Source: an optimization exercise on an open RTL-to-GDS flow (aim: small area). Production flows keep margins and buffers that such runs may drop. Only simulation tests tie the RTL to the original design; equivalence was not proved. The clock port is modelled as an ideal driver, which makes a skipped or thinned clock tree look cheaper than it is; a real chip needs a root buffer or a tree.

Setup of the reference run:
// vlc_tx
module vlc_tx(
    input pclk,
    input resetn,
    input [31:0] fifo_data,
    input fifo_empty,
    input [1:0] dim,
    output reg fifo_rd_en,
    output reg tx_out,
    output reg led_check
);
For scale: roughly 290 cells after synthesis, about 40 I/O pins.
export LEC_CHECK = 0
export CAP_MARGIN = 0
export CORE_MARGIN = 2
export CORE_UTILIZATION = 40
export CTS_BUF_LIST = sky130_fd_sc_hd__clkbuf_4
export CTS_CLUSTER_SIZE = 10
export SLEW_MARGIN = 0
create_clock -name core_clock -period 10.0 [get_ports {pclk}]
standard.sh (not shown) runs the stock make flow with config.mk's settings and CLKGATE_MAP_FILE= SYNTH_SCRIPT=/design/flow/synth_recipe.tcl, a recipe that flattens the netlist after the stock synthesis.
==> flow/flow/run.sh <==
#!/bin/bash
set -euo pipefail
WORK=$(pwd)
rm -rf "$WORK/scripts_own"
cp -r "$FLOW_HOME/scripts" "$WORK/scripts_own"
cp "$WORK/flow/abc_area.script" "$WORK/scripts_own/abc_speed.script"
bash "$WORK/standard.sh" \
  SCRIPTS_DIR="$WORK/scripts_own" \
  BUFFER_PORTS_ARGS="-buffer_cell sky130_fd_sc_hd__buf_1" \
  finish > "$WORK/flow_make.log" 2>&1
==> flow/flow/abc_area.script <==
strash
&get -n
&fraig -x
&put
scorr
dc2
dretime
strash
&get -n
&dch -f
&nf -a -p
&put
## Diff of input files: the trial run against the reference run
==> flow/config.mk <==
export PLATFORM = sky130hd
export DESIGN_NAME = vlc_tx
export DESIGN_NICKNAME = vlc_tx
export VERILOG_FILES = /design/flow/design.v
export SDC_FILE = /design/flow/constraint.sdc
export NUM_CORES = 4
export LEC_CHECK = 0
export CAP_MARGIN = 20
export CORE_MARGIN = 2
export CORE_UTILIZATION = 40
export SLEW_MARGIN = 20
The trial run ends up with a required time of the critical path that is 0.07 ns lower than in the reference run. Layout filler cell count: the trial run vs the reference run down about 0.35%. | routed wire length | the reference run vs the trial run | ≈ equal |. Worst-case setup margin in the final layout (higher): the reference run. Post-route cell area (the trial run over the reference run): increase, about 1.2%.

* * *

vlc_tx again, from the RTL that the note above started with.
clock: 10.0 ns
lec_check: 0
cap_margin: 20
core_margin: 2
core_utilization: 40
slew_margin: 20
==> flow/flow/run.sh <==
#!/bin/bash
# Own layout flow: the standard ORFS flow (standard.sh) with these changes to how
# the layout is made:
#  - ABC maps the logic with an area-oriented script (flow/abc_area.script) instead
#    of ORFS's delay-oriented one; synthesis is otherwise ORFS's and the standard flow's own;
#  - port buffers are sky130_fd_sc_hd__buf_1 instead of the larger cell buffer_ports picks;
#  - if flow/clock.txt exists ("CELL N"), the clock is buffered by flow/clock_buffer.tcl
#    with N buffers of type CELL driven by the clock port, instead of clock_tree_synthesis;
set -euo pipefail
WORK=$(pwd)
rm -rf "$WORK/scripts_own"
cp -r "$FLOW_HOME/scripts" "$WORK/scripts_own"
cp "$WORK/flow/abc_area.script" "$WORK/scripts_own/abc_speed.script"
if [[ -f "$WORK/flow/clock.txt" ]]; then
  read -r OWN_CLK_BUF OWN_CLK_NBUF < "$WORK/flow/clock.txt"
  export OWN_CLK_BUF OWN_CLK_NBUF
  grep -q '^log_cmd clock_tree_synthesis {\*}$cts_args$' "$WORK/scripts_own/cts.tcl"
  sed -i "s|^log_cmd clock_tree_synthesis {\*}\$cts_args\$|source $WORK/flow/clock_buffer.tcl|" "$WORK/scripts_own/cts.tcl"
fi
bash "$WORK/standard.sh" \
  SCRIPTS_DIR="$WORK/scripts_own" \
  BUFFER_PORTS_ARGS="-buffer_cell sky130_fd_sc_hd__buf_1" \
  finish > "$WORK/flow_make.log" 2>&1
==> flow/flow/clock.txt <==
sky130_fd_sc_hd__clkbuf_8 2
Scripts as last shown in full above: flow/flow/abc_area.script
Other scripts of this flow, unchanged in this note and not shown: flow/flow/clock_buffer.tcl
The starting point finished clean.
==> next run, changes <==
==> flow/flow/run.sh (replaced) <==
#!/bin/bash
# Own layout flow: the standard ORFS flow (standard.sh) with these changes to how
# the layout is made:
#  - logic mapping: synthesis (ORFS's and the standard flow's own, synth_recipe.tcl) is run once with
#    each ABC script flow/abc_*.script in place of ORFS's delay-oriented abc_speed.script,
#    and the layout uses the script whose netlist has the smallest cell area (ties: the
#    first in name order);
#  - port buffers are sky130_fd_sc_hd__buf_1 instead of the larger cell buffer_ports picks;
#  - if flow/clock.txt exists ("CELL N"), the clock is buffered by flow/clock_buffer.tcl
#    with N buffers of type CELL driven by the clock port, in place of clock_tree_synthesis;
set -euo pipefail
WORK=$(pwd)
rm -rf "$WORK/scripts_own" "$WORK/trials"
mkdir -p "$WORK/trials"
cp -r "$FLOW_HOME/scripts" "$WORK/scripts_own"
if [[ -f "$WORK/flow/clock.txt" ]]; then
  read -r OWN_CLK_BUF OWN_CLK_NBUF < "$WORK/flow/clock.txt"
  export OWN_CLK_BUF OWN_CLK_NBUF
  grep -q '^log_cmd clock_tree_synthesis {\*}$cts_args$' "$WORK/scripts_own/cts.tcl"
  sed -i "s|^log_cmd clock_tree_synthesis {\*}\$cts_args\$|source $WORK/flow/clock_buffer.tcl|" "$WORK/scripts_own/cts.tcl"
fi
STAT=orfs/reports/$FLOW_PLATFORM/vlc_tx/base/synth_stat.txt
best=""; best_area=""
for s in "$WORK"/flow/abc_*.script; do
  name=$(basename "$s" .script)
  cp "$s" "$WORK/scripts_own/abc_speed.script"
  rm -rf "$WORK/orfs"
  if bash "$WORK/standard.sh" SCRIPTS_DIR="$WORK/scripts_own" synth > "$WORK/trials/$name.log" 2>&1; then
    area=$(grep -E "Chip area for (top )?module" "$WORK/$STAT" | tail -1 | awk '{print $NF}')
    echo "$name $area" >> "$WORK/trials/areas.txt"
    if [[ -z "$best" ]] || awk -v a="$area" -v b="$best_area" 'BEGIN{exit !(a < b)}'; then
      best=$s; best_area=$area
    fi
  else
    echo "$name failed" >> "$WORK/trials/areas.txt"
  fi
  mkdir -p "$WORK/trials/$name"
  cp -r "$WORK/orfs/logs" "$WORK/trials/$name/" 2>/dev/null || true
done
echo "chosen $(basename "$best" .script) $best_area" >> "$WORK/trials/areas.txt"
cp "$best" "$WORK/scripts_own/abc_speed.script"
rm -rf "$WORK/orfs"
bash "$WORK/standard.sh" \
  SCRIPTS_DIR="$WORK/scripts_own" \
  BUFFER_PORTS_ARGS="-buffer_cell sky130_fd_sc_hd__buf_1" \
  finish > "$WORK/flow_make.log" 2>&1
==> flow/flow/abc_s4.script (new file) <==
strash
&get -n
&fraig -x
&put
scorr
dc2
dretime
strash
&get -n
&dch -f
&nf -a -p
&put
==> flow/flow/abc_t2.script (new file) <==
strash
&get -n
&fraig -x
&put
scorr
dc2
dc2
dc2
strash
&get -n
&dch -f
&nf -a -p
&put
==> flow/flow/abc_t4.script (new file) <==
strash
&get -n
&fraig -x
&put
scorr
dc2
dretime
strash
&get -n
&dch -f
&nf -a -p -R 1000
&put
==> flow/flow/abc_u1.script (new file) <==
strash
&get -n
&fraig -x
&put
scorr
dc2
dc2
dc2
dc2
strash
&get -n
&dch -f
&nf -a -p
&put
==> flow/flow/abc_u3.script (new file) <==
strash
&get -n
&fraig -x
&put
scorr
dc2
dc2
dc2
strash
&get -n
&dch
&nf -a -p
&put
==> flow/flow/abc_u6.script (new file) <==
strash
&get -n
&fraig -x
&put
scorr
dc2
dc2
dc2
strash
&get -n
&dch -f
&nf -a -p -F 8 -A 4
&put
==> flow/flow/abc_u7.script (new file) <==
strash
dc2
dc2
dc2
strash
&get -n
&dch -f
&nf -a -p
&put
==> flow/flow/clock.txt (replaced) <==
sky130_fd_sc_hd__buf_4 4
removed: flow/flow/abc_area.script
The changed run completed without violations.
Worst hold slack is worse by 0.021 ns.
Via count went down slightly.
Sequential share of layout area went up by 1.3 points.
No run of this note takes its clock network from TritonCTS; it comes from the design's own scripts or RTL.

## re-timing with driven ports
No port has a modelled driver above. Below, the same layouts with a new extraction and two added sets of constraints.
Step 1, drivers: a clkbuf_16 drives pclk and a buf_2 each remaining input, both assumed.
Step 2 times the ports against the registers' clock, not the clock port: input delays grow and output delays shrink by t, the midpoint of the rising clock arrivals with the driver on.
Slacks: ideal ports / drivers / drivers and shift; pairs: ideal ports / drivers.
run | t (ns) | setup WS [ns] | latest minus earliest clock arrival (ns)
the reference run | 0.369 | 6.635 / 6.633 / 6.263 | 0.015 / 0.015
the trial run | 0.317 | 6.558 / 6.557 / 6.240 | 0.012 / 0.012
the first run of note 2 | 0.201 | 6.416 / 6.423 / 6.223 | 0.005 / 0.005
the second run of note 2 | 0.184 | 6.351 / 6.374 / 6.189 | 0.005 / 0.005
After both steps setup and hold are still met in every run listed. For the reference run, which loses most, drivers alone change the setup slack by -0.002 ns; drivers and shift together by -0.372 ns.
